From an optimization exercise on the open Yosys and OpenROAD flow, aimed at small area; shortcuts taken in it are not production practice. Function was checked by simulation only, so behaviour that the tests miss may differ from the original.

==> flow/config.mk <==
export PLATFORM = sky130hd
export DESIGN_NAME = fft8_top
export DESIGN_NICKNAME = fft8_top
export VERILOG_FILES = /design/flow/design.v
export SDC_FILE = /design/flow/constraint.sdc
export NUM_CORES = 4
export LEC_CHECK = 0
export ABC_AREA = 0
export CAP_MARGIN = 20
export CORE_MARGIN = 2
export CORE_UTILIZATION = 60
export PLACE_DENSITY = 0.7
export SLEW_MARGIN = 20
export SYNTH_HIERARCHICAL = 1
export SYNTH_MINIMUM_KEEP_SIZE = 0
==> flow/constraint.sdc <==
create_clock -name core_clock -period 10.0 [get_ports {clk}]
set_input_delay 2.0000 -clock core_clock [delete_from_list [all_inputs] [get_ports {clk}]]
set_output_delay 2.0000 -clock core_clock [all_outputs]
set_load 0.01 [all_outputs]
==> flow/design.v <==
module fft_compute_front (
  input  logic [15:0] x_N,
  input  logic [15:0] x_M,
  input  logic [15:0] w_N,
  output logic [31:0] xs
);
  wire [15:0] na, nb, nw;
  wire [7:0] none, ntwo, t2;
  wire [135:0] nbe;
  wire [135:0] sel;
  wire [15:0] npp8;
  genvar gi, gj;
  generate
    for (gi = 0; gi < 16; gi++) begin : g_inv
      bf_inv u_na (.a(x_N[gi]), .y(na[gi]));
      bf_inv u_nb (.a(x_M[gi]), .y(nb[gi]));
      bf_inv u_nw (.a(w_N[gi]), .y(nw[gi]));
      bf_nand2 u_pp8 (.a(x_M[15]), .b(w_N[gi]), .y(npp8[gi]));
    end
    for (gj = 0; gj < 8; gj++) begin : g_row
      if (gj == 0) begin : g_e0
        assign none[0] = nb[0];
        bf_xor2  u_t2 (.a(x_M[1]), .b(x_M[0]), .y(t2[0]));
        bf_nand2 u_n2 (.a(nb[0]), .b(t2[0]), .y(ntwo[0]));
      end else begin : g_enc
        bf_xnor2 u_n1 (.a(x_M[2*gj]), .b(x_M[2*gj-1]), .y(none[gj]));
        bf_xor2  u_t2 (.a(x_M[2*gj+1]), .b(x_M[2*gj]), .y(t2[gj]));
        bf_nand2 u_n2 (.a(none[gj]), .b(t2[gj]), .y(ntwo[gj]));
      end
      bf_nor2 u_s0 (.a(none[gj]), .b(nw[0]), .y(sel[17*gj]));
      for (gi = 1; gi < 16; gi++) begin : g_sel
        bf_o22ai u_s (.a1(none[gj]), .a2(nw[gi]), .b1(ntwo[gj]), .b2(nw[gi-1]), .y(sel[17*gj+gi]));
      end
      bf_nor2 u_s16 (.a(ntwo[gj]), .b(nw[15]), .y(sel[17*gj+16]));
      for (gi = 0; gi < 17; gi++) begin : g_e
        bf_xnor2 u_e (.a(sel[17*gj+gi]), .b(x_M[2*gj+1]), .y(nbe[17*gj+gi]));
      end
    end
  endgenerate
  wire n1, n2;
  bf_ha u2_1 (.a(na[14]), .b(nb[15]), .s(n1), .co(n2));
  wire n3;
  bf_xnor2 u3_3 (.a(x_N[15]), .b(nbe[15]), .y(n3));
  wire n4;
  bf_or2 u4_5 (.a(x_N[15]), .b(nbe[15]), .y(n4));
  wire n5, n6;
  bf_ha u6_7 (.a(npp8[0]), .b(nbe[16]), .s(n5), .co(n6));
  wire n7;
  bf_xnor2 u7_9 (.a(x_M[1]), .b(npp8[1]), .y(n7));
  wire n8;
  bf_or2 u8_11 (.a(x_M[1]), .b(npp8[1]), .y(n8));
  wire n9;
  bf_inv u9_13 (.a(npp8[2]), .y(n9));
  wire n10, n11;
  bf_ha u11_15 (.a(na[8]), .b(nb[9]), .s(n10), .co(n11));
  wire n12, n13;
  bf_ha u13_17 (.a(na[9]), .b(nbe[9]), .s(n12), .co(n13));
  wire n14, n15;
  bf_fa u15_19 (.a(na[10]), .b(nb[11]), .c(nbe[10]), .s(n14), .co(n15));
  wire n16, n17;
  bf_ha u17_21 (.a(nbe[25]), .b(nbe[40]), .s(n16), .co(n17));
  wire n18, n19;
  bf_fa u19_23 (.a(na[11]), .b(nbe[11]), .c(nbe[26]), .s(n18), .co(n19));
  wire n20, n21;
  bf_ha u21_25 (.a(nbe[41]), .b(nbe[56]), .s(n20), .co(n21));
  wire n22, n23;
  bf_fa u23_27 (.a(na[12]), .b(nb[13]), .c(nbe[12]), .s(n22), .co(n23));
  wire n24, n25;
  bf_fa u25_29 (.a(nbe[27]), .b(nbe[42]), .c(nbe[57]), .s(n24), .co(n25));
  wire n26, n27;
  bf_ha u27_31 (.a(nbe[72]), .b(nbe[87]), .s(n26), .co(n27));
  wire n28, n29;
  bf_fa u29_33 (.a(na[13]), .b(nbe[13]), .c(nbe[28]), .s(n28), .co(n29));
  wire n30, n31;
  bf_fa u31_35 (.a(nbe[43]), .b(nbe[58]), .c(nbe[73]), .s(n30), .co(n31));
  wire n32, n33;
  bf_ha u33_37 (.a(nbe[88]), .b(nbe[103]), .s(n32), .co(n33));
  wire n34, n35;
  bf_fa u35_39 (.a(n1), .b(nbe[14]), .c(nbe[29]), .s(n34), .co(n35));
  wire n36, n37;
  bf_fa u37_41 (.a(nbe[44]), .b(nbe[59]), .c(nbe[74]), .s(n36), .co(n37));
  wire n38, n39;
  bf_fa u39_43 (.a(nbe[89]), .b(nbe[104]), .c(nbe[119]), .s(n38), .co(n39));
  wire n40, n41;
  bf_fa u41_45 (.a(n2), .b(nbe[30]), .c(nbe[45]), .s(n40), .co(n41));
  wire n42, n43;
  bf_fa u43_47 (.a(nbe[60]), .b(nbe[75]), .c(nbe[90]), .s(n42), .co(n43));
  wire n44, n45;
  bf_fa u45_49 (.a(nbe[105]), .b(nbe[120]), .c(n3), .s(n44), .co(n45));
  wire n46, n47;
  bf_fa u47_51 (.a(nbe[31]), .b(nbe[46]), .c(nbe[61]), .s(n46), .co(n47));
  wire n48, n49;
  bf_fa u49_53 (.a(nbe[76]), .b(nbe[91]), .c(nbe[106]), .s(n48), .co(n49));
  wire n50, n51;
  bf_fa u51_55 (.a(nbe[121]), .b(n4), .c(n5), .s(n50), .co(n51));
  wire n52, n53;
  bf_fa u53_57 (.a(n7), .b(nbe[32]), .c(nbe[47]), .s(n52), .co(n53));
  wire n54, n55;
  bf_fa u55_59 (.a(nbe[62]), .b(nbe[77]), .c(nbe[92]), .s(n54), .co(n55));
  wire n56, n57;
  bf_fa u57_61 (.a(nbe[107]), .b(nbe[122]), .c(n6), .s(n56), .co(n57));
  wire n58, n59;
  bf_fa u59_63 (.a(n9), .b(n8), .c(nbe[33]), .s(n58), .co(n59));
  wire n60, n61;
  bf_fa u61_65 (.a(nbe[48]), .b(nbe[63]), .c(nbe[78]), .s(n60), .co(n61));
  wire n62, n63;
  bf_fa u63_67 (.a(nbe[93]), .b(nbe[108]), .c(nbe[123]), .s(n62), .co(n63));
  wire n64, n65;
  bf_fa u65_69 (.a(npp8[2]), .b(x_M[3]), .c(npp8[3]), .s(n64), .co(n65));
  wire n66, n67;
  bf_fa u67_71 (.a(nbe[49]), .b(nbe[64]), .c(nbe[79]), .s(n66), .co(n67));
  wire n68, n69;
  bf_fa u69_73 (.a(nbe[94]), .b(nbe[109]), .c(nbe[124]), .s(n68), .co(n69));
  wire n70;
  bf_xnor2 u70_75 (.a(npp8[4]), .b(nbe[50]), .y(n70));
  wire n71;
  bf_or2 u71_77 (.a(npp8[4]), .b(nbe[50]), .y(n71));
  wire n72, n73;
  bf_fa u73_79 (.a(nbe[65]), .b(nbe[80]), .c(nbe[95]), .s(n72), .co(n73));
  wire n74, n75;
  bf_ha u75_81 (.a(nbe[110]), .b(nbe[125]), .s(n74), .co(n75));
  wire n76, n77;
  bf_fa u77_83 (.a(x_M[5]), .b(npp8[5]), .c(nbe[66]), .s(n76), .co(n77));
  wire n78, n79;
  bf_fa u79_85 (.a(nbe[81]), .b(nbe[96]), .c(nbe[111]), .s(n78), .co(n79));
  wire n80;
  bf_xnor2 u80_87 (.a(npp8[6]), .b(nbe[67]), .y(n80));
  wire n81;
  bf_or2 u81_89 (.a(npp8[6]), .b(nbe[67]), .y(n81));
  wire n82, n83;
  bf_ha u83_91 (.a(nbe[82]), .b(nbe[97]), .s(n82), .co(n83));
  wire n84, n85;
  bf_fa u85_93 (.a(x_M[7]), .b(npp8[7]), .c(nbe[83]), .s(n84), .co(n85));
  wire n86;
  bf_inv u86_95 (.a(npp8[8]), .y(n86));
  wire n87, n88;
  bf_ha u88_97 (.a(na[4]), .b(nb[5]), .s(n87), .co(n88));
  wire n89, n90;
  bf_ha u90_99 (.a(na[5]), .b(nbe[5]), .s(n89), .co(n90));
  wire n91, n92;
  bf_fa u92_101 (.a(na[6]), .b(nb[7]), .c(nbe[6]), .s(n91), .co(n92));
  wire n93, n94;
  bf_ha u94_103 (.a(nbe[21]), .b(nbe[36]), .s(n93), .co(n94));
  wire n95, n96;
  bf_fa u96_105 (.a(na[7]), .b(nbe[7]), .c(nbe[22]), .s(n95), .co(n96));
  wire n97, n98;
  bf_ha u98_107 (.a(nbe[37]), .b(nbe[52]), .s(n97), .co(n98));
  wire n99, n100;
  bf_fa u100_109 (.a(n10), .b(nbe[8]), .c(nbe[23]), .s(n99), .co(n100));
  wire n101, n102;
  bf_fa u102_111 (.a(nbe[38]), .b(nbe[53]), .c(nbe[68]), .s(n101), .co(n102));
  wire n103, n104;
  bf_fa u104_113 (.a(n11), .b(nbe[24]), .c(nbe[39]), .s(n103), .co(n104));
  wire n105, n106;
  bf_fa u106_115 (.a(nbe[54]), .b(nbe[69]), .c(n12), .s(n105), .co(n106));
  wire n107, n108;
  bf_fa u108_117 (.a(nbe[55]), .b(nbe[70]), .c(nbe[85]), .s(n107), .co(n108));
  wire n109, n110;
  bf_fa u110_119 (.a(n13), .b(n16), .c(n14), .s(n109), .co(n110));
  wire n111, n112;
  bf_fa u112_121 (.a(nbe[71]), .b(nbe[86]), .c(n17), .s(n111), .co(n112));
  wire n113, n114;
  bf_fa u114_123 (.a(n20), .b(n15), .c(n18), .s(n113), .co(n114));
  wire n115, n116;
  bf_fa u116_125 (.a(nbe[102]), .b(n21), .c(n26), .s(n115), .co(n116));
  wire n117, n118;
  bf_fa u118_127 (.a(n19), .b(n22), .c(n24), .s(n117), .co(n118));
  wire n119, n120;
  bf_fa u120_129 (.a(n27), .b(n32), .c(n23), .s(n119), .co(n120));
  wire n121, n122;
  bf_fa u122_131 (.a(n25), .b(n28), .c(n30), .s(n121), .co(n122));
  wire n123, n124;
  bf_fa u124_133 (.a(n33), .b(n29), .c(n31), .s(n123), .co(n124));
  wire n125, n126;
  bf_fa u126_135 (.a(n34), .b(n36), .c(n38), .s(n125), .co(n126));
  wire n127, n128;
  bf_fa u128_137 (.a(n35), .b(n37), .c(n39), .s(n127), .co(n128));
  wire n129, n130;
  bf_fa u130_139 (.a(n40), .b(n42), .c(n44), .s(n129), .co(n130));
  wire n131, n132;
  bf_fa u132_141 (.a(n41), .b(n43), .c(n46), .s(n131), .co(n132));
  wire n133, n134;
  bf_fa u134_143 (.a(n48), .b(n45), .c(n50), .s(n133), .co(n134));
  wire n135, n136;
  bf_fa u136_145 (.a(n47), .b(n49), .c(n52), .s(n135), .co(n136));
  wire n137, n138;
  bf_fa u138_147 (.a(n54), .b(n51), .c(n56), .s(n137), .co(n138));
  wire n139, n140;
  bf_fa u140_149 (.a(n53), .b(n55), .c(n58), .s(n139), .co(n140));
  wire n141, n142;
  bf_fa u142_151 (.a(n60), .b(n62), .c(n57), .s(n141), .co(n142));
  wire n143, n144;
  bf_fa u144_153 (.a(n64), .b(n59), .c(n61), .s(n143), .co(n144));
  wire n145, n146;
  bf_fa u146_155 (.a(n63), .b(n66), .c(n68), .s(n145), .co(n146));
  wire n147, n148;
  bf_fa u148_157 (.a(n65), .b(n70), .c(n74), .s(n147), .co(n148));
  wire n149, n150;
  bf_fa u150_159 (.a(n67), .b(n69), .c(n72), .s(n149), .co(n150));
  wire n151, n152;
  bf_fa u152_161 (.a(nbe[126]), .b(n71), .c(n75), .s(n151), .co(n152));
  wire n153, n154;
  bf_fa u154_163 (.a(n73), .b(n76), .c(n78), .s(n153), .co(n154));
  wire n155, n156;
  bf_fa u156_165 (.a(nbe[112]), .b(nbe[127]), .c(n80), .s(n155), .co(n156));
  wire n157, n158;
  bf_fa u158_167 (.a(n82), .b(n77), .c(n79), .s(n157), .co(n158));
  wire n159, n160;
  bf_fa u160_169 (.a(nbe[98]), .b(nbe[113]), .c(nbe[128]), .s(n159), .co(n160));
  wire n161, n162;
  bf_fa u162_171 (.a(n81), .b(n83), .c(n84), .s(n161), .co(n162));
  wire n163, n164;
  bf_fa u164_173 (.a(n86), .b(nbe[84]), .c(nbe[99]), .s(n163), .co(n164));
  wire n165, n166;
  bf_fa u166_175 (.a(nbe[114]), .b(nbe[129]), .c(n85), .s(n165), .co(n166));
  wire n167, n168;
  bf_fa u168_177 (.a(npp8[8]), .b(x_M[9]), .c(npp8[9]), .s(n167), .co(n168));
  wire n169, n170;
  bf_fa u170_179 (.a(nbe[100]), .b(nbe[115]), .c(nbe[130]), .s(n169), .co(n170));
  wire n171;
  bf_xnor2 u171_181 (.a(npp8[10]), .b(nbe[101]), .y(n171));
  wire n172;
  bf_or2 u172_183 (.a(npp8[10]), .b(nbe[101]), .y(n172));
  wire n173, n174;
  bf_ha u174_185 (.a(nbe[116]), .b(nbe[131]), .s(n173), .co(n174));
  wire n175, n176;
  bf_fa u176_187 (.a(x_M[11]), .b(npp8[11]), .c(nbe[117]), .s(n175), .co(n176));
  wire n177;
  bf_inv u177_189 (.a(npp8[12]), .y(n177));
  wire n178, n179;
  bf_ha u179_191 (.a(na[2]), .b(nb[3]), .s(n178), .co(n179));
  wire n180, n181;
  bf_ha u181_193 (.a(na[3]), .b(nbe[3]), .s(n180), .co(n181));
  wire n182, n183;
  bf_fa u183_195 (.a(n87), .b(nbe[4]), .c(nbe[19]), .s(n182), .co(n183));
  wire n184, n185;
  bf_fa u185_197 (.a(n88), .b(nbe[20]), .c(nbe[35]), .s(n184), .co(n185));
  wire n186, n187;
  bf_fa u187_199 (.a(nbe[51]), .b(n90), .c(n93), .s(n186), .co(n187));
  wire n188, n189;
  bf_fa u189_201 (.a(n94), .b(n97), .c(n92), .s(n188), .co(n189));
  wire n190, n191;
  bf_fa u191_203 (.a(n98), .b(n96), .c(n99), .s(n190), .co(n191));
  wire n192, n193;
  bf_fa u193_205 (.a(n100), .b(n102), .c(n103), .s(n192), .co(n193));
  wire n194, n195;
  bf_fa u195_207 (.a(n104), .b(n107), .c(n106), .s(n194), .co(n195));
  wire n196, n197;
  bf_fa u197_209 (.a(n108), .b(n111), .c(n110), .s(n196), .co(n197));
  wire n198, n199;
  bf_fa u199_211 (.a(n112), .b(n115), .c(n114), .s(n198), .co(n199));
  wire n200, n201;
  bf_fa u201_213 (.a(n116), .b(n118), .c(n119), .s(n200), .co(n201));
  wire n202, n203;
  bf_fa u203_215 (.a(n120), .b(n122), .c(n123), .s(n202), .co(n203));
  wire n204, n205;
  bf_fa u205_217 (.a(n124), .b(n126), .c(n127), .s(n204), .co(n205));
  wire n206, n207;
  bf_fa u207_219 (.a(n128), .b(n131), .c(n130), .s(n206), .co(n207));
  wire n208, n209;
  bf_fa u209_221 (.a(n132), .b(n135), .c(n134), .s(n208), .co(n209));
  wire n210, n211;
  bf_fa u211_223 (.a(n136), .b(n139), .c(n138), .s(n210), .co(n211));
  wire n212, n213;
  bf_fa u213_225 (.a(n140), .b(n143), .c(n142), .s(n212), .co(n213));
  wire n214, n215;
  bf_fa u215_227 (.a(n147), .b(n144), .c(n146), .s(n214), .co(n215));
  wire n216, n217;
  bf_fa u217_229 (.a(n148), .b(n151), .c(n150), .s(n216), .co(n217));
  wire n218, n219;
  bf_fa u219_231 (.a(n152), .b(n155), .c(n154), .s(n218), .co(n219));
  wire n220, n221;
  bf_fa u221_233 (.a(n159), .b(n156), .c(n158), .s(n220), .co(n221));
  wire n222, n223;
  bf_fa u223_235 (.a(n160), .b(n163), .c(n162), .s(n222), .co(n223));
  wire n224, n225;
  bf_fa u225_237 (.a(n167), .b(n164), .c(n169), .s(n224), .co(n225));
  wire n226, n227;
  bf_fa u227_239 (.a(n168), .b(n171), .c(n173), .s(n226), .co(n227));
  wire n228, n229;
  bf_fa u229_241 (.a(nbe[132]), .b(n172), .c(n174), .s(n228), .co(n229));
  wire n230, n231;
  bf_fa u231_243 (.a(n177), .b(nbe[118]), .c(nbe[133]), .s(n230), .co(n231));
  wire n232, n233;
  bf_fa u233_245 (.a(npp8[12]), .b(x_M[13]), .c(npp8[13]), .s(n232), .co(n233));
  wire n234;
  bf_inv u234_247 (.a(npp8[14]), .y(n234));
  wire n235, n236;
  bf_ha u236_249 (.a(na[0]), .b(nb[1]), .s(n235), .co(n236));
  wire n237, n238;
  bf_ha u238_251 (.a(na[1]), .b(nbe[1]), .s(n237), .co(n238));
  wire n239, n240;
  bf_fa u240_253 (.a(n178), .b(nbe[2]), .c(nbe[17]), .s(n239), .co(n240));
  wire n241, n242;
  bf_fa u242_255 (.a(n179), .b(nbe[18]), .c(n180), .s(n241), .co(n242));
  wire n243, n244;
  bf_fa u244_257 (.a(nbe[34]), .b(n181), .c(n182), .s(n243), .co(n244));
  wire n245, n246;
  bf_fa u246_259 (.a(n89), .b(n183), .c(n184), .s(n245), .co(n246));
  wire n247, n248;
  bf_fa u248_261 (.a(n185), .b(n91), .c(n186), .s(n247), .co(n248));
  wire n249, n250;
  bf_fa u250_263 (.a(n95), .b(n187), .c(n188), .s(n249), .co(n250));
  wire n251, n252;
  bf_fa u252_265 (.a(n101), .b(n189), .c(n190), .s(n251), .co(n252));
  wire n253, n254;
  bf_fa u254_267 (.a(n105), .b(n191), .c(n192), .s(n253), .co(n254));
  wire n255, n256;
  bf_fa u256_269 (.a(n193), .b(n109), .c(n194), .s(n255), .co(n256));
  wire n257, n258;
  bf_fa u258_271 (.a(n113), .b(n195), .c(n196), .s(n257), .co(n258));
  wire n259, n260;
  bf_fa u260_273 (.a(n117), .b(n197), .c(n198), .s(n259), .co(n260));
  wire n261, n262;
  bf_fa u262_275 (.a(n121), .b(n199), .c(n200), .s(n261), .co(n262));
  wire n263, n264;
  bf_fa u264_277 (.a(n125), .b(n201), .c(n202), .s(n263), .co(n264));
  wire n265, n266;
  bf_fa u266_279 (.a(n129), .b(n203), .c(n204), .s(n265), .co(n266));
  wire n267, n268;
  bf_fa u268_281 (.a(n133), .b(n205), .c(n206), .s(n267), .co(n268));
  wire n269, n270;
  bf_fa u270_283 (.a(n137), .b(n207), .c(n208), .s(n269), .co(n270));
  wire n271, n272;
  bf_fa u272_285 (.a(n141), .b(n209), .c(n210), .s(n271), .co(n272));
  wire n273, n274;
  bf_fa u274_287 (.a(n145), .b(n211), .c(n212), .s(n273), .co(n274));
  wire n275, n276;
  bf_fa u276_289 (.a(n149), .b(n213), .c(n214), .s(n275), .co(n276));
  wire n277, n278;
  bf_fa u278_291 (.a(n153), .b(n215), .c(n216), .s(n277), .co(n278));
  wire n279, n280;
  bf_fa u280_293 (.a(n157), .b(n217), .c(n218), .s(n279), .co(n280));
  wire n281, n282;
  bf_fa u282_295 (.a(n161), .b(n219), .c(n220), .s(n281), .co(n282));
  wire n283, n284;
  bf_fa u284_297 (.a(n165), .b(n221), .c(n222), .s(n283), .co(n284));
  wire n285, n286;
  bf_fa u286_299 (.a(n166), .b(n224), .c(n223), .s(n285), .co(n286));
  wire n287, n288;
  bf_fa u288_301 (.a(n170), .b(n226), .c(n225), .s(n287), .co(n288));
  wire n289, n290;
  bf_fa u290_303 (.a(n175), .b(n227), .c(n228), .s(n289), .co(n290));
  wire n291, n292;
  bf_fa u292_305 (.a(n176), .b(n230), .c(n229), .s(n291), .co(n292));
  wire n293, n294;
  bf_fa u294_307 (.a(nbe[134]), .b(n232), .c(n231), .s(n293), .co(n294));
  wire n295, n296;
  bf_fa u296_309 (.a(n234), .b(n233), .c(nbe[135]), .s(n295), .co(n296));
  wire n297, n298;
  bf_fa u298_311 (.a(npp8[14]), .b(x_M[15]), .c(npp8[15]), .s(n297), .co(n298));
  wire n299, n300;
  bf_ha u300_313 (.a(n235), .b(nbe[0]), .s(n299), .co(n300));
  wire n301, n302;
  bf_fa u302_315 (.a(n236), .b(n300), .c(n237), .s(n301), .co(n302));
  wire n303, n304;
  bf_fa u304_317 (.a(n238), .b(n239), .c(n302), .s(n303), .co(n304));
  wire n305, n306;
  bf_fa u306_319 (.a(n240), .b(n241), .c(n304), .s(n305), .co(n306));
  wire n307, n308;
  bf_fa u308_321 (.a(n242), .b(n243), .c(n306), .s(n307), .co(n308));
  wire n309, n310;
  bf_fa u310_323 (.a(n244), .b(n245), .c(n308), .s(n309), .co(n310));
  wire n311, n312;
  bf_fa u312_325 (.a(n246), .b(n247), .c(n310), .s(n311), .co(n312));
  wire n313, n314;
  bf_fa u314_327 (.a(n248), .b(n249), .c(n312), .s(n313), .co(n314));
  wire n315, n316;
  bf_fa u316_329 (.a(n250), .b(n251), .c(n314), .s(n315), .co(n316));
  wire n317, n318;
  bf_fa u318_331 (.a(n252), .b(n253), .c(n316), .s(n317), .co(n318));
  wire n319, n320;
  bf_fa u320_333 (.a(n254), .b(n255), .c(n318), .s(n319), .co(n320));
  wire n321, n322;
  bf_fa u322_335 (.a(n256), .b(n257), .c(n320), .s(n321), .co(n322));
  wire n323, n324;
  bf_ha u324_337 (.a(n258), .b(n259), .s(n323), .co(n324));
  wire n325, n326;
  bf_ha u326_339 (.a(n260), .b(n261), .s(n325), .co(n326));
  wire n327, n328;
  bf_ha u328_341 (.a(n262), .b(n263), .s(n327), .co(n328));
  wire n329, n330;
  bf_ha u330_343 (.a(n264), .b(n265), .s(n329), .co(n330));
  wire n331, n332;
  bf_ha u332_345 (.a(n266), .b(n267), .s(n331), .co(n332));
  wire n333, n334;
  bf_ha u334_347 (.a(n268), .b(n269), .s(n333), .co(n334));
  wire n335, n336;
  bf_ha u336_349 (.a(n270), .b(n271), .s(n335), .co(n336));
  wire n337, n338;
  bf_ha u338_351 (.a(n272), .b(n273), .s(n337), .co(n338));
  wire n339, n340;
  bf_ha u340_353 (.a(n274), .b(n275), .s(n339), .co(n340));
  wire n341, n342;
  bf_ha u342_355 (.a(n276), .b(n277), .s(n341), .co(n342));
  wire n343, n344;
  bf_ha u344_357 (.a(n278), .b(n279), .s(n343), .co(n344));
  wire n345, n346;
  bf_ha u346_359 (.a(n280), .b(n281), .s(n345), .co(n346));
  wire n347, n348;
  bf_ha u348_361 (.a(n282), .b(n283), .s(n347), .co(n348));
  wire n349, n350;
  bf_ha u350_363 (.a(n284), .b(n285), .s(n349), .co(n350));
  wire n351, n352;
  bf_ha u352_365 (.a(n286), .b(n287), .s(n351), .co(n352));
  wire n353, n354;
  bf_ha u354_367 (.a(n288), .b(n289), .s(n353), .co(n354));
  wire n355, n356;
  bf_ha u356_369 (.a(n290), .b(n291), .s(n355), .co(n356));
  wire n357, n358;
  bf_ha u358_371 (.a(n292), .b(n293), .s(n357), .co(n358));
  wire n359, n360;
  bf_ha u360_373 (.a(n294), .b(n295), .s(n359), .co(n360));
  wire n361, n362;
  bf_ha u362_375 (.a(n296), .b(n297), .s(n361), .co(n362));
  wire n363;
  bf_a21oi u363_377 (.a1(n323), .a2(n322), .b1(n324), .y(n363));
  wire n364;
  bf_inv u364_379 (.a(n363), .y(n364));
  wire n365;
  bf_a21oi u365_381 (.a1(n325), .a2(n364), .b1(n326), .y(n365));
  wire n366;
  bf_nand2 u366_383 (.a(n325), .b(n323), .y(n366));
  wire n367;
  bf_a21oi u367_385 (.a1(n329), .a2(n328), .b1(n330), .y(n367));
  wire n368;
  bf_nand2 u368_387 (.a(n329), .b(n327), .y(n368));
  wire n369;
  bf_a21oi u369_389 (.a1(n333), .a2(n332), .b1(n334), .y(n369));
  wire n370;
  bf_nand2 u370_391 (.a(n333), .b(n331), .y(n370));
  wire n371;
  bf_a21oi u371_393 (.a1(n337), .a2(n336), .b1(n338), .y(n371));
  wire n372;
  bf_nand2 u372_395 (.a(n337), .b(n335), .y(n372));
  wire n373;
  bf_a21oi u373_397 (.a1(n341), .a2(n340), .b1(n342), .y(n373));
  wire n374;
  bf_nand2 u374_399 (.a(n341), .b(n339), .y(n374));
  wire n375;
  bf_a21oi u375_401 (.a1(n345), .a2(n344), .b1(n346), .y(n375));
  wire n376;
  bf_nand2 u376_403 (.a(n345), .b(n343), .y(n376));
  wire n377;
  bf_a21oi u377_405 (.a1(n349), .a2(n348), .b1(n350), .y(n377));
  wire n378;
  bf_nand2 u378_407 (.a(n349), .b(n347), .y(n378));
  wire n379;
  bf_a21oi u379_409 (.a1(n353), .a2(n352), .b1(n354), .y(n379));
  wire n380;
  bf_nand2 u380_411 (.a(n353), .b(n351), .y(n380));
  wire n381;
  bf_a21oi u381_413 (.a1(n357), .a2(n356), .b1(n358), .y(n381));
  wire n382;
  bf_nand2 u382_415 (.a(n357), .b(n355), .y(n382));
  wire n383;
  bf_a21oi u383_417 (.a1(n361), .a2(n360), .b1(n362), .y(n383));
  wire n384;
  bf_nand2 u384_419 (.a(n361), .b(n359), .y(n384));
  wire n385;
  bf_o21ai u385_421 (.a1(n368), .a2(n365), .b1(n367), .y(n385));
  wire n386;
  bf_nor2 u386_423 (.a(n368), .b(n366), .y(n386));
  wire n387;
  bf_o21ai u387_425 (.a1(n372), .a2(n369), .b1(n371), .y(n387));
  wire n388;
  bf_nor2 u388_427 (.a(n372), .b(n370), .y(n388));
  wire n389;
  bf_o21ai u389_429 (.a1(n376), .a2(n373), .b1(n375), .y(n389));
  wire n390;
  bf_nor2 u390_431 (.a(n376), .b(n374), .y(n390));
  wire n391;
  bf_o21ai u391_433 (.a1(n380), .a2(n377), .b1(n379), .y(n391));
  wire n392;
  bf_nor2 u392_435 (.a(n380), .b(n378), .y(n392));
  wire n393;
  bf_o21ai u393_437 (.a1(n384), .a2(n381), .b1(n383), .y(n393));
  wire n394;
  bf_nor2 u394_439 (.a(n384), .b(n382), .y(n394));
  wire n395;
  bf_a21oi u395_441 (.a1(n388), .a2(n385), .b1(n387), .y(n395));
  wire n396;
  bf_nand2 u396_443 (.a(n388), .b(n386), .y(n396));
  wire n397;
  bf_a21oi u397_445 (.a1(n392), .a2(n389), .b1(n391), .y(n397));
  wire n398;
  bf_nand2 u398_447 (.a(n392), .b(n390), .y(n398));
  wire n399;
  bf_o21ai u399_449 (.a1(n398), .a2(n395), .b1(n397), .y(n399));
  wire n400;
  bf_nor2 u400_451 (.a(n398), .b(n396), .y(n400));
  wire n401;
  bf_inv u401_453 (.a(n395), .y(n401));
  wire n402;
  bf_a21oi u402_455 (.a1(n390), .a2(n401), .b1(n389), .y(n402));
  wire n403;
  bf_inv u403_457 (.a(n396), .y(n403));
  wire n404;
  bf_nand2 u404_459 (.a(n390), .b(n403), .y(n404));
  wire n405;
  bf_a21oi u405_461 (.a1(n394), .a2(n399), .b1(n393), .y(n405));
  wire n406;
  bf_nand2 u406_463 (.a(n394), .b(n400), .y(n406));
  wire n407;
  bf_inv u407_465 (.a(n385), .y(n407));
  wire n408;
  bf_o21ai u408_467 (.a1(n370), .a2(n407), .b1(n369), .y(n408));
  wire n409;
  bf_inv u409_469 (.a(n370), .y(n409));
  wire n410;
  bf_nand2 u410_471 (.a(n409), .b(n386), .y(n410));
  wire n411;
  bf_o21ai u411_473 (.a1(n374), .a2(n395), .b1(n373), .y(n411));
  wire n412;
  bf_nor2 u412_475 (.a(n374), .b(n396), .y(n412));
  wire n413;
  bf_o21ai u413_477 (.a1(n378), .a2(n402), .b1(n377), .y(n413));
  wire n414;
  bf_nor2 u414_479 (.a(n378), .b(n404), .y(n414));
  wire n415;
  bf_inv u415_481 (.a(n399), .y(n415));
  wire n416;
  bf_o21ai u416_483 (.a1(n382), .a2(n415), .b1(n381), .y(n416));
  wire n417;
  bf_inv u417_485 (.a(n382), .y(n417));
  wire n418;
  bf_nand2 u418_487 (.a(n417), .b(n400), .y(n418));
  wire n419;
  bf_inv u419_489 (.a(n365), .y(n419));
  wire n420;
  bf_a21oi u420_491 (.a1(n327), .a2(n419), .b1(n328), .y(n420));
  wire n421;
  bf_inv u421_493 (.a(n366), .y(n421));
  wire n422;
  bf_nand2 u422_495 (.a(n327), .b(n421), .y(n422));
  wire n423;
  bf_a21oi u423_497 (.a1(n331), .a2(n385), .b1(n332), .y(n423));
  wire n424;
  bf_nand2 u424_499 (.a(n331), .b(n386), .y(n424));
  wire n425;
  bf_a21oi u425_501 (.a1(n335), .a2(n408), .b1(n336), .y(n425));
  wire n426;
  bf_inv u426_503 (.a(n410), .y(n426));
  wire n427;
  bf_nand2 u427_505 (.a(n335), .b(n426), .y(n427));
  wire n428;
  bf_inv u428_507 (.a(n395), .y(n428));
  wire n429;
  bf_a21oi u429_509 (.a1(n339), .a2(n428), .b1(n340), .y(n429));
  wire n430;
  bf_inv u430_511 (.a(n396), .y(n430));
  wire n431;
  bf_nand2 u431_513 (.a(n339), .b(n430), .y(n431));
  wire n432;
  bf_a21oi u432_515 (.a1(n343), .a2(n411), .b1(n344), .y(n432));
  wire n433;
  bf_nand2 u433_517 (.a(n343), .b(n412), .y(n433));
  wire n434;
  bf_inv u434_519 (.a(n402), .y(n434));
  wire n435;
  bf_a21oi u435_521 (.a1(n347), .a2(n434), .b1(n348), .y(n435));
  wire n436;
  bf_inv u436_523 (.a(n404), .y(n436));
  wire n437;
  bf_nand2 u437_525 (.a(n347), .b(n436), .y(n437));
  wire n438;
  bf_a21oi u438_527 (.a1(n351), .a2(n413), .b1(n352), .y(n438));
  wire n439;
  bf_nand2 u439_529 (.a(n351), .b(n414), .y(n439));
  wire n440;
  bf_a21oi u440_531 (.a1(n355), .a2(n399), .b1(n356), .y(n440));
  wire n441;
  bf_nand2 u441_533 (.a(n355), .b(n400), .y(n441));
  wire n442;
  bf_a21oi u442_535 (.a1(n359), .a2(n416), .b1(n360), .y(n442));
  wire n443;
  bf_inv u443_537 (.a(n418), .y(n443));
  wire n444;
  bf_nand2 u444_539 (.a(n359), .b(n443), .y(n444));
  wire n445;
  bf_xor2 u445_541 (.a(n323), .b(n322), .y(n445));
  wire n446;
  bf_xnor2 u446_543 (.a(n325), .b(n363), .y(n446));
  wire n447;
  bf_xnor2 u447_545 (.a(n327), .b(n365), .y(n447));
  wire n448;
  bf_xnor2 u448_547 (.a(n329), .b(n420), .y(n448));
  wire n449;
  bf_xor2 u449_549 (.a(n331), .b(n385), .y(n449));
  wire n450;
  bf_xnor2 u450_551 (.a(n333), .b(n423), .y(n450));
  wire n451;
  bf_xor2 u451_553 (.a(n335), .b(n408), .y(n451));
  wire n452;
  bf_xnor2 u452_555 (.a(n337), .b(n425), .y(n452));
  wire n453;
  bf_xnor2 u453_557 (.a(n339), .b(n395), .y(n453));
  wire n454;
  bf_xnor2 u454_559 (.a(n341), .b(n429), .y(n454));
  wire n455;
  bf_xor2 u455_561 (.a(n343), .b(n411), .y(n455));
  wire n456;
  bf_xnor2 u456_563 (.a(n345), .b(n432), .y(n456));
  wire n457;
  bf_xnor2 u457_565 (.a(n347), .b(n402), .y(n457));
  wire n458;
  bf_xnor2 u458_567 (.a(n349), .b(n435), .y(n458));
  wire n459;
  bf_xor2 u459_569 (.a(n351), .b(n413), .y(n459));
  wire n460;
  bf_xnor2 u460_571 (.a(n353), .b(n438), .y(n460));
  wire n461;
  bf_xor2 u461_573 (.a(n355), .b(n399), .y(n461));
  wire n462;
  bf_xnor2 u462_575 (.a(n357), .b(n440), .y(n462));
  wire n463;
  bf_xor2 u463_577 (.a(n359), .b(n416), .y(n463));
  wire n464;
  bf_xnor2 u464_579 (.a(n361), .b(n442), .y(n464));
  assign xs = {n464, n463, n462, n461, n460, n459, n458, n457, n456, n455, n454, n453, n452, n451, n450, n449, n448, n447, n446, n445, n321, n319, n317, n315, n313, n311, n309, n307, n305, n303, n301, n299};
endmodule
module fft_compute_back (
  input  logic [31:0] xs,
  input  logic [15:0] x_N,
  output logic [15:0] y_N,
  output logic [15:0] y_M
);
  wire [16:0] c;
  wire [31:0] d;
  assign c[1] = xs[0];
  bf_inv u_d0 (.a(xs[0]), .y(d[0]));
  genvar k;
  generate
    for (k = 1; k < 16; k++) begin : g_lo
      bf_fa u_fa (.a(x_N[k-1]), .b(xs[k]), .c(c[k]), .s(d[k]), .co(c[k+1]));
    end
  endgenerate
  bf_incdec u_hi (.x(xs[31:16]), .c16(c[16]), .a15(x_N[15]), .y(d[31:16]));
  assign y_N = xs[31:16] ^ xs[15:0];
  assign y_M = d[31:16] ^ d[15:0];
endmodule
module bf_incdec (
  input  logic [15:0] x,
  input  logic        c16,
  input  logic        a15,
  output logic [15:0] y
);
  wire nc16, inc, ndec, f0;
  wire [15:0] p1, np0, flip;
  bf_inv   u_nc (.a(c16), .y(nc16));
  bf_nor2  u_inc (.a(nc16), .b(a15), .y(inc));
  bf_nand2 u_dec (.a(a15), .b(nc16), .y(ndec));
  bf_xor2  u_f0 (.a(c16), .b(a15), .y(f0));
  bf_xor2  u_y0 (.a(x[0]), .b(f0), .y(y[0]));
  assign p1[1] = x[0];
  assign np0[1] = x[0];
  genvar k;
  generate
    for (k = 2; k < 16; k++) begin : g_p
      bf_and2 u_p1 (.a(p1[k-1]), .b(x[k-1]), .y(p1[k]));
      bf_or2  u_p0 (.a(np0[k-1]), .b(x[k-1]), .y(np0[k]));
    end
    for (k = 1; k < 16; k++) begin : g_y
      bf_a2bb2o u_f (.a1_n(np0[k]), .a2_n(ndec), .b1(inc), .b2(p1[k]), .x(flip[k]));
      bf_xor2   u_y (.a(x[k]), .b(flip[k]), .y(y[k]));
    end
  endgenerate
endmodule
module bf_a21oi (
  input  logic a1,
  input  logic a2,
  input  logic b1,
  output logic y
);
  assign y = ~((a1 & a2) | b1);
endmodule
module bf_a2bb2o (
  input  logic a1_n,
  input  logic a2_n,
  input  logic b1,
  input  logic b2,
  output logic x
);
  assign x = (~a1_n & ~a2_n) | (b1 & b2);
endmodule
module bf_and2 (
  input  logic a,
  input  logic b,
  output logic y
);
  assign y = a & b;
endmodule
module bf_fa (
  input  logic a,
  input  logic b,
  input  logic c,
  output logic s,
  output logic co
);
  assign s  = a ^ b ^ c;
  assign co = (a & b) | (a & c) | (b & c);
endmodule
module bf_ha (
  input  logic a,
  input  logic b,
  output logic s,
  output logic co
);
  assign s  = a ^ b;
  assign co = a & b;
endmodule
module bf_inv (
  input  logic a,
  output logic y
);
  assign y = ~a;
endmodule
module bf_nand2 (
  input  logic a,
  input  logic b,
  output logic y
);
  assign y = ~(a & b);
endmodule
module bf_nor2 (
  input  logic a,
  input  logic b,
  output logic y
);
  assign y = ~(a | b);
endmodule
module bf_o21ai (
  input  logic a1,
  input  logic a2,
  input  logic b1,
  output logic y
);
  assign y = ~((a1 | a2) & b1);
endmodule
module bf_o22ai (
  input  logic a1,
  input  logic a2,
  input  logic b1,
  input  logic b2,
  output logic y
);
  assign y = ~((a1 | a2) & (b1 | b2));
endmodule
module bf_or2 (
  input  logic a,
  input  logic b,
  output logic y
);
  assign y = a | b;
endmodule
module bf_xnor2 (
  input  logic a,
  input  logic b,
  output logic y
);
  assign y = ~(a ^ b);
endmodule
module bf_xor2 (
  input  logic a,
  input  logic b,
  output logic y
);
  assign y = a ^ b;
endmodule
module fft_stage_front #(
  parameter STAGE = 1
) (
  input  logic [127:0] x_N,
  input  logic [63:0]  w_N,
  output logic [127:0] xs_N,    
  output logic [63:0]  a_N      
);
  localparam H = 2**(STAGE-1);
  genvar g, i;
  generate
    for (g = 0; g < 4/H; g++) begin : grp
      for (i = 0; i < H; i++) begin : bf
        localparam N = H*g + i;
        localparam A = 2*H*g + i;
        assign a_N[16*N +: 16] = x_N[16*A +: 16];
        fft_compute_front u (
          .x_N (x_N[16*A +: 16]),
          .x_M (x_N[16*(A+H) +: 16]),
          .w_N (w_N[16*N +: 16]),
          .xs  (xs_N[32*N +: 32])
        );
      end
    end
  endgenerate
endmodule
module fft_stage_back #(
  parameter STAGE = 1
) (
  input  logic [127:0] xs_N,
  input  logic [63:0]  a_N,
  output logic [127:0] y_N
);
  localparam H = 2**(STAGE-1);
  genvar g, i;
  generate
    for (g = 0; g < 4/H; g++) begin : grp
      for (i = 0; i < H; i++) begin : bf
        localparam N = H*g + i;
        localparam A = 2*H*g + i;
        fft_compute_back u (
          .xs  (xs_N[32*N +: 32]),
          .x_N (a_N[16*N +: 16]),
          .y_N (y_N[16*A +: 16]),
          .y_M (y_N[16*(A+H) +: 16])
        );
      end
    end
  endgenerate
endmodule
module fft8_top (
  input  logic         clk,
  input  logic [127:0] x_flat,
  input  logic [191:0] w_flat,
  output logic [127:0] y_flat
);
  logic [127:0] f0_x, f1_x, f2_x;    
  logic [63:0]  f0_a, f1_a, f2_a;    
  logic [127:0] b0_y, b1_y, b2_y;    
  logic [127:0] r1x, r3x, r5x;
  logic [63:0]  r1a, r3a, r5a;
  logic [127:0] r2, r4, r6;
  fft_stage_front #(1) sf0 (.x_N(x_flat), .w_N(w_flat[  0 +: 64]), .xs_N(f0_x), .a_N(f0_a));
  fft_stage_back  #(1) sb0 (.xs_N(r1x), .a_N(r1a), .y_N(b0_y));
  fft_stage_front #(2) sf1 (.x_N(r2),     .w_N(w_flat[ 64 +: 64]), .xs_N(f1_x), .a_N(f1_a));
  fft_stage_back  #(2) sb1 (.xs_N(r3x), .a_N(r3a), .y_N(b1_y));
  fft_stage_front #(3) sf2 (.x_N(r4),     .w_N(w_flat[128 +: 64]), .xs_N(f2_x), .a_N(f2_a));
  fft_stage_back  #(3) sb2 (.xs_N(r5x), .a_N(r5a), .y_N(b2_y));
  always_ff @(posedge clk) begin
    r1x <= f0_x;
    r1a <= f0_a;
    r2  <= b0_y;
    r3x <= f1_x;
    r3a <= f1_a;
    r4  <= b1_y;
    r5x <= f2_x;
    r5a <= f2_a;
    r6  <= b2_y;
  end
  assign y_flat = r6;
endmodule
==> flow/flow/run.sh <==
#!/bin/bash
# Own layout flow: the standard flow (standard.sh, with its synthesis unchanged), with
# the port buffers made of the smallest buffer cell (buf_1) and clock tree synthesis
# without dummy loads, and non-critical gates downsized (RECOVER_POWER) after global routing.  Each tool's output goes to a log file of its own in this folder.
set -euo pipefail
bash standard.sh synth > synth.log 2>&1
export BUFFER_PORTS_ARGS="-buffer_cell sky130_fd_sc_hd__buf_1"
export CTS_ARGS="-sink_clustering_enable -repair_clock_nets -dont_use_dummy_load -buf_list {sky130_fd_sc_hd__clkbuf_4 sky130_fd_sc_hd__clkbuf_8}"
export RECOVER_POWER=100
bash standard.sh finish > layout.log 2>&1
==> flow/standard.sh <==
#!/bin/bash
# synth_recipe.tcl (not shown) runs the flow's synth.tcl, then flattens the netlist and writes it again
# the make line also repeats each setting of config.mk as NAME=value (left out here)
make -C /OpenROAD-flow-scripts/flow DESIGN_CONFIG=/design/flow/config.mk WORK_HOME=/design/flow/orfs CLKGATE_MAP_FILE= SYNTH_SCRIPT=/design/flow/synth_recipe.tcl "${@:-finish}"
==> run summary, run 1 <==
Max-slew headroom -0.105; register area share after synthesis 0.173; Reg clk slew, reported paths approximately 0.060 ns; remaining antenna violation count after routing 1; CTS Buffer Depth 3; io pins 449; most common cell after layout, fill and taps aside xnor2_1; CTS H-tree depth 4; GRT Util Overall 0.330; area grow syn2layout 3.39%; HPWL after DPL ~240 mm; Post-CTS Setup Repair Bufs 0; DRC viols 0; Post-CTS Hold Buffers 0; CP Launch Type input pin; RR Endpoint r3x[31]$_DFF_P_; Worst Path Max Fanout 18; syn avg cell area 10.9 µm²; initial antenna violation count 44; commonest non-fill, non-tap cells in the layout xnor2_1 (1904), fa_1 (1788), o22ai_1 (1440), dfxtp_1 (953), xor2_1 (768); vias in the first global route 82978; Root Driver clkbuf_8; status finished with violations; Peak Freq ~110 MHz; DR vias 78981; TritonRoute pass-1 iters 6; worst hold start r4[20]$_DFF_P_; Clock Latency Late Sink between 0.9 and 1 ns; slowest CP cell clkbuf_1; Worst Skew 0.0920 ns; CP Capture Type register; Period Utilization, post-route 0.931; Largest stage delay, worst path 0.87 ns; DR WL/cell 23.9 µm; Worst Hold End r5a[20]$_DFF_P_; Cell Area, Synth 111000 µm²; SO Viols antenna rules, capacitance limit, slew limit; core area 183000 µm²; number of CTS-inserted buffers 167; Final nets 13092; R2R cell count 27; gpl congestion 0.977; WP data required around 11 ns; Synth Warn # 7; worst r2r src r2[33]$_DFF_P_; DR vias/cell approximately 6; RSZ-0062 raised after global routing false; Initial Util 0.605; number of core rows 157; final core utilization 0.625; CTS Sinks 960; final instance area 115000 µm²; number of port buffers roughly 450; most frequent CP cell fa_1; share of cells above drive strength 1 0.0640; placed cell areas 114000 µm²; Hold Fails Final Rpt 0; 1st-iter DRT viols 7790; post-route setup TNS 0 ns; hold depth 0; fin worst setup slack 0.689 ns; Max Slew Vio Count between 40 and 50; Min Clock Period, post-route around 9.3 ns; final wirelength 311 mm; GR Overflow Total 0; worst reg-to-reg setup slack roughly 0.8 ns; synthesized flop and latch total 960; Max Cap Violations 2; Place WS between 0.15 and 0.2 ns; final setup fails 0; Yosys cell types 15; largest net degree at the start of global routing 37; post-CTS sizing 0; die extent in y roughly 430 µm; full die area 188000 µm²; Crit Path Category in -> reg; Die W between 400 and 500 µm; Hold Crit Class reg -> reg; synthesized instance count 10176; first-pass GRT wire length 482 mm; Worst EP arrival 10.12 ns; worst-margin pin slew 1.66 ns; CTS tree done; Synth Net Count 12765
Yosys stat by module, one instance, submodules excluded, a selection:
module    times used  area [µm²]  cells inside
bf_and2          168        6.26             1
fft8_top           1       19200           960
bf_o21ai         108        5.00             1
bf_xnor2        1932        8.76             1
bf_ha            480        12.5             1
bf_xor2          384        8.76             1
synthesized netlist by cell type:
master	instances	area share
xnor2_1	1932	0.15
fa_1	1788	0.32
o22ai_1	1440	0.081
dfxtp_1	960	0.17
xor2_1	768	0.061
inv_1	636	0.022
buf_4	576	0.039
ha_1	480	0.054
nand2_1	408	0.014
a21oi_2	264	0.021
nor2_1	240	0.0081
or2_1	228	0.013
o2bb2ai_2	180	0.024
and2_1	168	0.0095
o21ai_1	108	0.0049
final cells by class:
class                           instances  area (µm²)
Inverter                              636        2390
Sequential cell                       960       19200
Fill cell                           15333       68700
Timing Repair Buffer                  734        3810
Tap cell                             2464        3080
Clock buffer                          167        2300
Antenna cell                           35        87.6
Multi-Input combinational cell       8004       83700
cell families after synthesis:
kind of cell / count (synthesis) / synth area share
xor gates and xnor gates: 2700 / 0.213
adders and majority gates: 2268 / 0.377
AOI/OAI and AO/OA: 1992 / 0.131
buffers and inverters: 1212 / 0.0605
and+or+nand+nor: 1044 / 0.0443
DFF: 960 / 0.173
how the worst max path moves through the flow:
stage                   start          endpoint
6_report          x_flat[113]  r1x[127]$_DFF_P_
5_1_grt        r4[97]$_DFF_P_   r5x[91]$_DFF_P_
4_1_cts            x_flat[48]   r1x[59]$_DFF_P_
3_5_place_dp       x_flat[48]   r1x[59]$_DFF_P_
3_3_place_gp      x_flat[113]  r1x[123]$_DFF_P_
2_1_floorplan     x_flat[113]  r1x[123]$_DFF_P_
critical path, delay by kind of cell:
kind,cells,cell delay [ns]
buffers and inverters,5,1.48
adders and majority gates,13,4.94
xor gates and xnor gates,1,0.07
AOI/OAI and AO/OA,7,1.55
stage by stage:
step / instances / hold WS (ns)
floorplan: 10176 / 0.424
CTS: 12965 / 0.351
global route: 12993 / 0.356
detailed placement: 12798 / 0.340
global placement: 12798 / 0.339
finish: 13000 / 0.345
sequential cells by signal (all words and copies together) (netlist names):
register  count
r6          128
r5x         128
r1a          64
r5a          64
r2          128
r1x         128
r3a          64
r4          128
r3x         128
routing by layer:
| layer | vias to the layer above | GRT usage | part of all wire | wire length (µm) |
|---|---|---|---|---|
| met5 | - | 0 | 0.00018 | 55 |
| met4 | 8 | 0.138 | 0.043 | 13400 |
| met3 | 735 | 0.0697 | 0.098 | 30300 |
| met2 | 4528 | 0.509 | 0.45 | 141000 |
| met1 | 39418 | 0.453 | 0.41 | 126000 |
| li1 | 34292 | - | - | - |
==> inputs of run 2 (changes only) <==
==> flow/flow/run.sh (replaced) <==
#!/bin/bash
# Own layout flow: the standard flow (standard.sh, with its synthesis unchanged), with
# the port buffers made of the smallest buffer cell (buf_1) and clock tree synthesis
# without dummy loads.  Each tool's output goes to a log file of its own in this folder.
set -euo pipefail
bash standard.sh synth > synth.log 2>&1
export BUFFER_PORTS_ARGS="-buffer_cell sky130_fd_sc_hd__buf_1"
export CTS_ARGS="-sink_clustering_enable -repair_clock_nets -dont_use_dummy_load -buf_list {sky130_fd_sc_hd__clkbuf_4 sky130_fd_sc_hd__clkbuf_8}"
bash standard.sh finish > layout.log 2>&1
==> run 2 against run 1 <==
Effect of this change: final cell count about the same; the layout fails its checks (antenna rules); die area unchanged; clock skew fell by 0.0015 ns; maximum frequency rose by 3.8%; critical path depth is 1 higher; via count about the same; register-to-register slack better by 0.74 ns; hold slack better by 0.0015 ns; first-iteration DRC count is 0.68% higher; sequential share of layout area shrank 0.21 points.
==> run summary, run 2 <==
io pins 449 (unchanged); vias in the first global route 82978 (unchanged); synthesized flop and latch total 960 (unchanged); GRT Util Overall 0.330 (unchanged); TritonRoute pass-1 iters 7 (was 6); Cell Area, Synth 111000 µm² (unchanged); CP Capture Type register (unchanged); Hold Fails Final Rpt 0 (unchanged); Synth area leaders fa_1 (32%), dfxtp_1 (17%), xnor2_1 (15%) (unchanged); worst hold start r4[20]$_DFF_P_ (unchanged); post-route setup TNS 0 ns (unchanged); Initial Util 0.605 (unchanged); SO Viols antenna rules (was antenna rules, capacitance limit, slew limit); Yosys cell types 15 (unchanged); DR vias/cell 6.08 (about the same); Clock Latency Late Sink 0.93 ns (about the same); number of port buffers 448 (unchanged); area grow syn2layout 4.69% (was 3.39%); R2R cell count 26 (was 27); register area share after synthesis 0.173 (unchanged); Max Cap Violations 0 (was 2); DR WL/cell 23.9 µm (about the same); Layout fillers 14970 (was 15333); Synth Warn # 7 (unchanged); async set-reset flop share out of synthesis 0 (unchanged); Synth Net Count 12765 (unchanged); final instance area 116000 µm² (was 115000 µm²); worst-margin pin slew 1.15 ns (was 1.66 ns); CTS Buffer Depth 3 (unchanged); most common cell after layout, fill and taps aside xnor2_1 (unchanged); WHS 0.347 ns (was 0.345 ns); commonest non-fill, non-tap cells in the layout xnor2_1 (1904), fa_1 (1788), o22ai_1 (1440), dfxtp_1 (953), xor2_1 (768) (unchanged); RSZ-0062 raised after global routing false (unchanged); Hold Crit Class reg -> reg (unchanged); Post-synth top cells xnor2_1 (1932), fa_1 (1788), o22ai_1 (1440) (unchanged); CTS tree done (unchanged); final wirelength 311 mm (about the same); Max-slew headroom 0.229 (was -0.105); Worst EP arrival 9.78 ns (was 10.12 ns); Worst Path Max Fanout 17 (was 18); post-CTS sizing 0 (unchanged); Crit Path Category in -> reg (unchanged); placed cell areas 114000 µm² (unchanged); Max Slew Vio Count 0 (was 46); Worst Skew 0.0905 ns (was 0.0920 ns); Die W 434 µm (unchanged); CP Launch Type input pin (unchanged); Period Utilization, post-route 0.897 (was 0.931); first-pass GRT wire length 482 mm (unchanged); synthesized instance count 10176 (unchanged); CTS H-tree depth 4 (unchanged); area leader, netlist fa_1 (unchanged); die extent in y 434 µm (unchanged); final setup fails 0 (unchanged); EDFF count, synth 0 (unchanged); Final nets 13092 (unchanged); DRC viols 0 (unchanged); DR vias 79004 (was 78981); status finished with violations (unchanged); CTS Sinks 960 (unchanged); dominant synthesized flop cell dfxtp_1 (unchanged); number of CTS-inserted buffers 167 (unchanged); Place WS 0.172 ns (unchanged); hold depth 0 (unchanged); Peak Freq 111 MHz (was 107 MHz); Reg clk slew, reported paths 0.06 ns (about the same); GR Overflow Total 0 (unchanged); core area 183000 µm² (unchanged); launch point of the worst path x_flat[48] (was x_flat[113]); Post-CTS Setup Repair Bufs 0 (unchanged); syn avg cell area 10.9 µm² (unchanged); Min Clock Period, post-route 8.97 ns (was 9.31 ns); gpl congestion 0.977 (unchanged); WP data required 10.81 ns (about the same); area fraction of the dominant cell type after synthesis 0.323 (unchanged); Root Driver clkbuf_8 (unchanged); remaining antenna violation count after routing 1 (unchanged); HPWL after DPL 240 mm (unchanged); number of core rows 157 (unchanged); full die area 188000 µm² (unchanged); largest net degree at the start of global routing 37 (unchanged); fin worst setup slack 1.03 ns (was 0.689 ns); Post-CTS Hold Buffers 0 (unchanged); initial antenna violation count 44 (unchanged); Multi-input gate area 85100 µm² (was 83700 µm²); count leader, synth xnor2_1 (unchanged); 1st-iter DRT viols 7843 (was 7790); Seq. cell area 19200 µm² (unchanged); share of cells above drive strength 1 0.0891 (was 0.0640); worst r2r src r2[112]$_DFF_P_ (was r2[33]$_DFF_P_)
-- run 2: cell types whose count changed in the layout (fill, tap and decap cells not counted), sizes merged --
cell | previous run | this run
diode | 35 | 36
buf | 707 | 730
clkbuf | 194 | 171
-- run 2: cell families after synthesis --
| family | synth area share |
|---|---|
| flops | 0.173 |
| simple gates | 0.0443 |
| fa+ha+maj | 0.377 |
| buf+inv | 0.0605 |
| compound gates | 0.131 |
| xor+xnor | 0.213 |
-- run 2: critical path, cell delays in order --
cell     delay (ns)
buf_1          0.10
inv_1          0.41
nand2_1        0.47
o22ai_1        0.29
xnor2_1        0.19
ha_1           0.28
fa_1           0.38
fa_1           0.38
fa_1           0.38
fa_1           0.38
fa_1           0.41
fa_1           0.45
fa_1           0.40
fa_1           0.41
fa_1           0.41
fa_1           0.41
fa_1           0.43
a21oi_2        0.18
inv_1          0.07
a21oi_2        0.18
o21ai_1        0.18
a21oi_2        0.30
inv_1          0.09
a21oi_2        0.19
o21ai_1        0.14
a21oi_2        0.15
xnor2_1        0.12
-- run 2: final timing paths --
check / slack (ns) / endpoint
hold reg to reg: 0.35 / r5a[20]$_DFF_P_
setup reg to reg: 1.55 / r3x[123]$_DFF_P_
hold / removal: 0.35 / r5a[20]$_DFF_P_
setup / recovery: 1.03 / r1x[59]$_DFF_P_
-- run 2: modules after synthesis (local to each module, per instance), a selection --
| module | cells inside | copies in the design |
|---|---|---|
| fft8_top | 960 | 1 |
| bf_inv | 1 | 636 |
| bf_or2 | 1 | 228 |
| bf_and2 | 1 | 168 |
| bf_fa | 1 | 1788 |
| bf_xnor2 | 1 | 1932 |
-- run 2: stage by stage --
step / utilization / instances
final: 0.633 / 13001
after global routing: 0.633 / 12993
after CTS: 0.633 / 12965
after detailed placement: 0.620 / 12798
after global placement: 0.620 / 12798
after floorplan: - / 10176
-- run 2: layer usage --
metal / GRT usage / part of all wire
met1: 0.453 / 0.41
met2: 0.509 / 0.45
met3: 0.0697 / 0.097
met4: 0.138 / 0.042
met5: 0 / 0.00016
-- run 2: cell type report --
class,instances,area share
flip-flops and latches,960,0.166
inverters,636,0.0206
multi-input cells,8004,0.734
clock buffers,167,0.0198
repair buffers,734,0.0330
diodes,36,0.000776
well taps,2464,0.0266
==> inputs of run 3 (changes only) <==
==> flow/flow/run.sh (replaced) <==
#!/bin/bash
# Own layout flow: the standard flow (standard.sh, with its synthesis unchanged) with
# - the port buffers made of the smallest buffer cell (buf_1),
# - the standard timing-driven placement (it removes the buffers ABC inserted),
# - clock tree synthesis without dummy loads.
# If the routed layout still has an antenna violation, the layout (not the synthesis) is
# made again with a slightly different placement density.
# Each tool's output goes to a log file of its own in this folder.
set -uo pipefail
bash standard.sh synth > synth.log 2>&1 || exit 1
export BUFFER_PORTS_ARGS="-buffer_cell sky130_fd_sc_hd__buf_1"
export CTS_ARGS="-sink_clustering_enable -repair_clock_nets -dont_use_dummy_load -buf_list {sky130_fd_sc_hd__clkbuf_4 sky130_fd_sc_hd__clkbuf_8}"
RES=orfs/results/${FLOW_PLATFORM}/fft8_top/base
for addon in "" 0.12 0.2; do
  tag=${addon:-0}
  if [[ -n "$addon" ]]; then
    export PLACE_DENSITY_LB_ADDON=$addon
    # keep the synthesis, redo everything from the floorplan on
    find "$RES" -maxdepth 1 -type f ! -name '1_*' -delete
    rm -f out/final.def
  fi
  bash standard.sh finish > layout_$tag.log 2>&1 || continue
  printf 'read_db %s\nputs "ANTENNAS [check_antennas]"\n' "$RES/6_final.odb" > ant_$tag.tcl
  openroad -no_init -exit ant_$tag.tcl > antenna_$tag.log 2>&1
  if grep -q "^ANTENNAS 0$" antenna_$tag.log; then exit 0; fi
done
exit 0
==> run 3 against run 2 <==
Effect of this change: worst setup slack gained 0.052 ns; largest cell class unchanged; critical endpoint is now r1x[91]$_DFF_P_; first-iteration DRC count shrank 0.82%; hold slack lost 0.00090 ns; flip-flop and latch count is the same; now clean on timing, DRC and antenna; critical path depth shrank 2; routed wire length is essentially flat.
==> run summary, run 3 <==
status finished clean (was finished with violations); syn avg cell area 10.9 µm² (unchanged); worst-margin pin slew 1.14 ns (was 1.15 ns); RSZ-0062 raised after global routing false (unchanged); commonest non-fill, non-tap cells in the layout xnor2_1 (1905), fa_1 (1788), o22ai_1 (1440), dfxtp_1 (953), xor2_1 (768) (was xnor2_1 (1904), fa_1 (1788), o22ai_1 (1440), dfxtp_1 (953), xor2_1 (768)); number of CTS-inserted buffers 163 (was 167); worst r2r src r2[96]$_DFF_P_ (was r2[112]$_DFF_P_); Peak Freq 112 MHz (was 111 MHz); Post-CTS Setup Repair Bufs 0 (unchanged); R2R cell count 26 (unchanged); io pins 449 (unchanged); Die W 434 µm (unchanged); DR vias 78796 (was 79004); core area 183000 µm² (unchanged); dominant synthesized flop cell dfxtp_1 (unchanged); WHS 0.346 ns (was 0.347 ns); DRC viols 0 (unchanged); Min Clock Period, post-route 8.92 ns (was 8.97 ns); worst hold start r4[48]$_DFF_P_ (was r4[20]$_DFF_P_); number of core rows 157 (unchanged); GRT Util Overall 0.330 (about the same); register area share after synthesis 0.173 (unchanged); Synth Warn # 7 (unchanged); final instance area 116000 µm² (about the same); Worst Path Max Fanout 16 (was 17); final core utilization 0.633 (about the same); first-pass GRT wire length 481 mm (was 482 mm); synthesized flop and latch total 960 (unchanged); final setup fails 0 (unchanged); area fraction of the dominant cell type after synthesis 0.323 (unchanged); synthesized instance count 10176 (unchanged); CP Capture Type register (unchanged); most frequent CP cell fa_1 (unchanged); post-route setup TNS 0 ns (unchanged); Hold Crit Class reg -> reg (unchanged); count leader, synth xnor2_1 (unchanged); Synth area leaders fa_1 (32%), dfxtp_1 (17%), xnor2_1 (15%) (unchanged); initial antenna violation count 42 (was 44); Initial Util 0.605 (unchanged); gpl congestion 0.975 (was 0.977); async set-reset flop share out of synthesis 0 (unchanged); HPWL after DPL 240 mm (about the same); Period Utilization, post-route 0.892 (was 0.897); CP Launch Type input pin (unchanged); Post-synth top cells xnor2_1 (1932), fa_1 (1788), o22ai_1 (1440) (unchanged); WP data required 10.81 ns (about the same); CTS Buffer Depth 3 (unchanged); Crit Path Category in -> reg (unchanged); Cell Area, Synth 111000 µm² (unchanged); largest net degree at the start of global routing 37 (unchanged); Worst Hold End r5a[48]$_DFF_P_ (was r5a[20]$_DFF_P_); most common cell after layout, fill and taps aside xnor2_1 (unchanged); remaining antenna violation count after routing 0 (was 1); worst reg-to-reg setup slack 1.53 ns (was 1.55 ns); CTS tree done (unchanged); Buf/Inv on CP 3 (was 4); DR vias/cell 6.07 (was 6.08); slowest CP cell xnor2_1 (was nand2_1); TritonRoute pass-1 iters 8 (was 7); CTS Sinks 960 (unchanged); Hold Fails Final Rpt 0 (unchanged); CTS H-tree depth 4 (unchanged); placed cell areas 114000 µm² (about the same); Max-slew headroom 0.237 (was 0.229); Clock Latency Late Sink 0.97 ns (was 0.93 ns); CP delay by family, top adder cells (unchanged); EDFF count, synth 0 (unchanged); Reg clk slew, reported paths 0.06 ns (about the same); Synth Net Count 12765 (unchanged); Final nets 13084 (was 13092); share of cells above drive strength 1 0.0883 (was 0.0891); final wirelength 311 mm (about the same); die extent in y 434 µm (unchanged); vias in the first global route 82350 (was 82978); area grow syn2layout 4.60% (was 4.69%); post-CTS sizing 0 (unchanged); GR Overflow Total 0 (unchanged); Yosys cell types 15 (unchanged); RR Endpoint r3x[91]$_DFF_P_ (was r3x[123]$_DFF_P_); Layout fillers 15145 (was 14970); Largest stage delay, worst path 0.74 ns (was 0.47 ns); number of port buffers 448 (unchanged); full die area 188000 µm² (unchanged); DR WL/cell 24.0 µm (was 23.9 µm); hold depth 0 (unchanged); Post-CTS Hold Buffers 0 (unchanged); Worst EP arrival 9.73 ns (was 9.78 ns); Max Cap Violations 0 (unchanged); Root Driver clkbuf_8 (unchanged); Worst Skew 0.100 ns (was 0.0905 ns); 1st-iter DRT viols 7779 (was 7843); area leader, netlist fa_1 (unchanged); Max Slew Vio Count 0 (unchanged)
[run 3: cell counts after synthesis]
Identical to the previous run, type by type.
[run 3: layout make-up]
class                   instances  area (µm²)  area share
flip-flops and latches        960       19200       0.166
diodes                         34        85.1    0.000734
well taps                    2464        3080      0.0266
clock buffers                 163        2240      0.0193
repair buffers                730        3800      0.0328
inverters                     636        2390      0.0206
multi-input cells            8004       85100       0.734
[run 3: kinds of logic after synthesis]
group | after synthesis | synth area share
AOI/OAI and AO/OA | 1992 | 0.131
xor gates and xnor gates | 2700 | 0.213
adders and majority gates | 2268 | 0.377
buffers and inverters | 1212 | 0.0605
DFF | 960 | 0.173
and+or+nand+nor | 1044 | 0.0443
[run 3: per-module statistics from Yosys (local to each module, per instance), excerpt]
module             flops+latches  area [µm²]
bf_fa                          0        20.0
bf_ha                          0        12.5
bf_inv                         0        3.75
bf_nor2                        0        3.75
fft_compute_front              0         240
bf_xor2                        0        8.76
bf_o22ai                       0        6.26
[run 3: metrics by stage]
| stage | setup WS, ns | instances |
|---|---|---|
| 2_1_floorplan | 0.844 | 10176 |
| 4_1_cts | 1.24 | 12957 |
| 3_5_place_dp | 0.259 | 12794 |
| 5_1_grt | 0.698 | 12980 |
| 3_3_place_gp | 0.450 | 12794 |
| 6_report | 1.08 | 12991 |
[run 3: worst max-delay path by stage]
stage / start / endpoint / slack, ns / depth (start not counted)
2_1_floorplan: x_flat[113] / r1x[123]$_DFF_P_ / 0.84 / 25
3_3_place_gp: x_flat[48] / r1x[59]$_DFF_P_ / 0.45 / 27
3_5_place_dp: x_flat[81] / r1x[91]$_DFF_P_ / 0.26 / 25
4_1_cts: x_flat[81] / r1x[91]$_DFF_P_ / 1.24 / 25
5_1_grt: x_flat[81] / r1x[91]$_DFF_P_ / 0.70 / 25
6_report: x_flat[81] / r1x[91]$_DFF_P_ / 1.08 / 25
[run 3: routing by layer]
layer  global-route usage  wire length (µm)  up-vias
met3               0.0666             30600      696
met4                0.118             11200        4
met2                0.514            142000     4366
li1                     -                 -    34309
met5                    0                28        -
met1                0.457            128000    39421
[run 3: worst register-to-register path: cells and delay by family (launching register included)]
family / cells / cell delay [ns]
buffers and inverters: 3 / 0.64
XOR/XNOR: 2 / 0.29
AND/OR/NAND/NOR: 1 / 0.60
AO/OA/AOI/OAI: 8 / 1.74
adder cells (fa/ha/maj): 12 / 4.75
flip-flops: 1 / 0.32

[what the ideal ports hide]
In the flow no input, the clock included, has a driving cell. The finished layouts below were timed again as built, in two steps. Step 1: set_driving_cell puts a clkbuf_16 on clk and a buf_2 on each other input, an assumption about the parent block. Step 2 moves the port delays by t, midway between the first and last clock arrival at a register: inputs arrive t later, outputs are due t later. That takes back most of the time a late clock gives input paths. Three values: no drivers, after step 1, after step 2; two values: the first two.
| run | shift t [ns] | slack for setup (ns) | pins driven straight from the clock port |
|---|---|---|---|
| run 1 | 0.971 | 0.689 / 0.744 / -0.226 | 1 |
| run 2 | 0.972 | 1.029 / 1.092 / 0.121 | 1 |
| run 3 | 0.988 | 1.081 / 1.117 / 0.128 | 1 |
The setup slack of run 3, which loses most, moves by +0.036 ns with the drivers and by -0.953 ns with both steps.
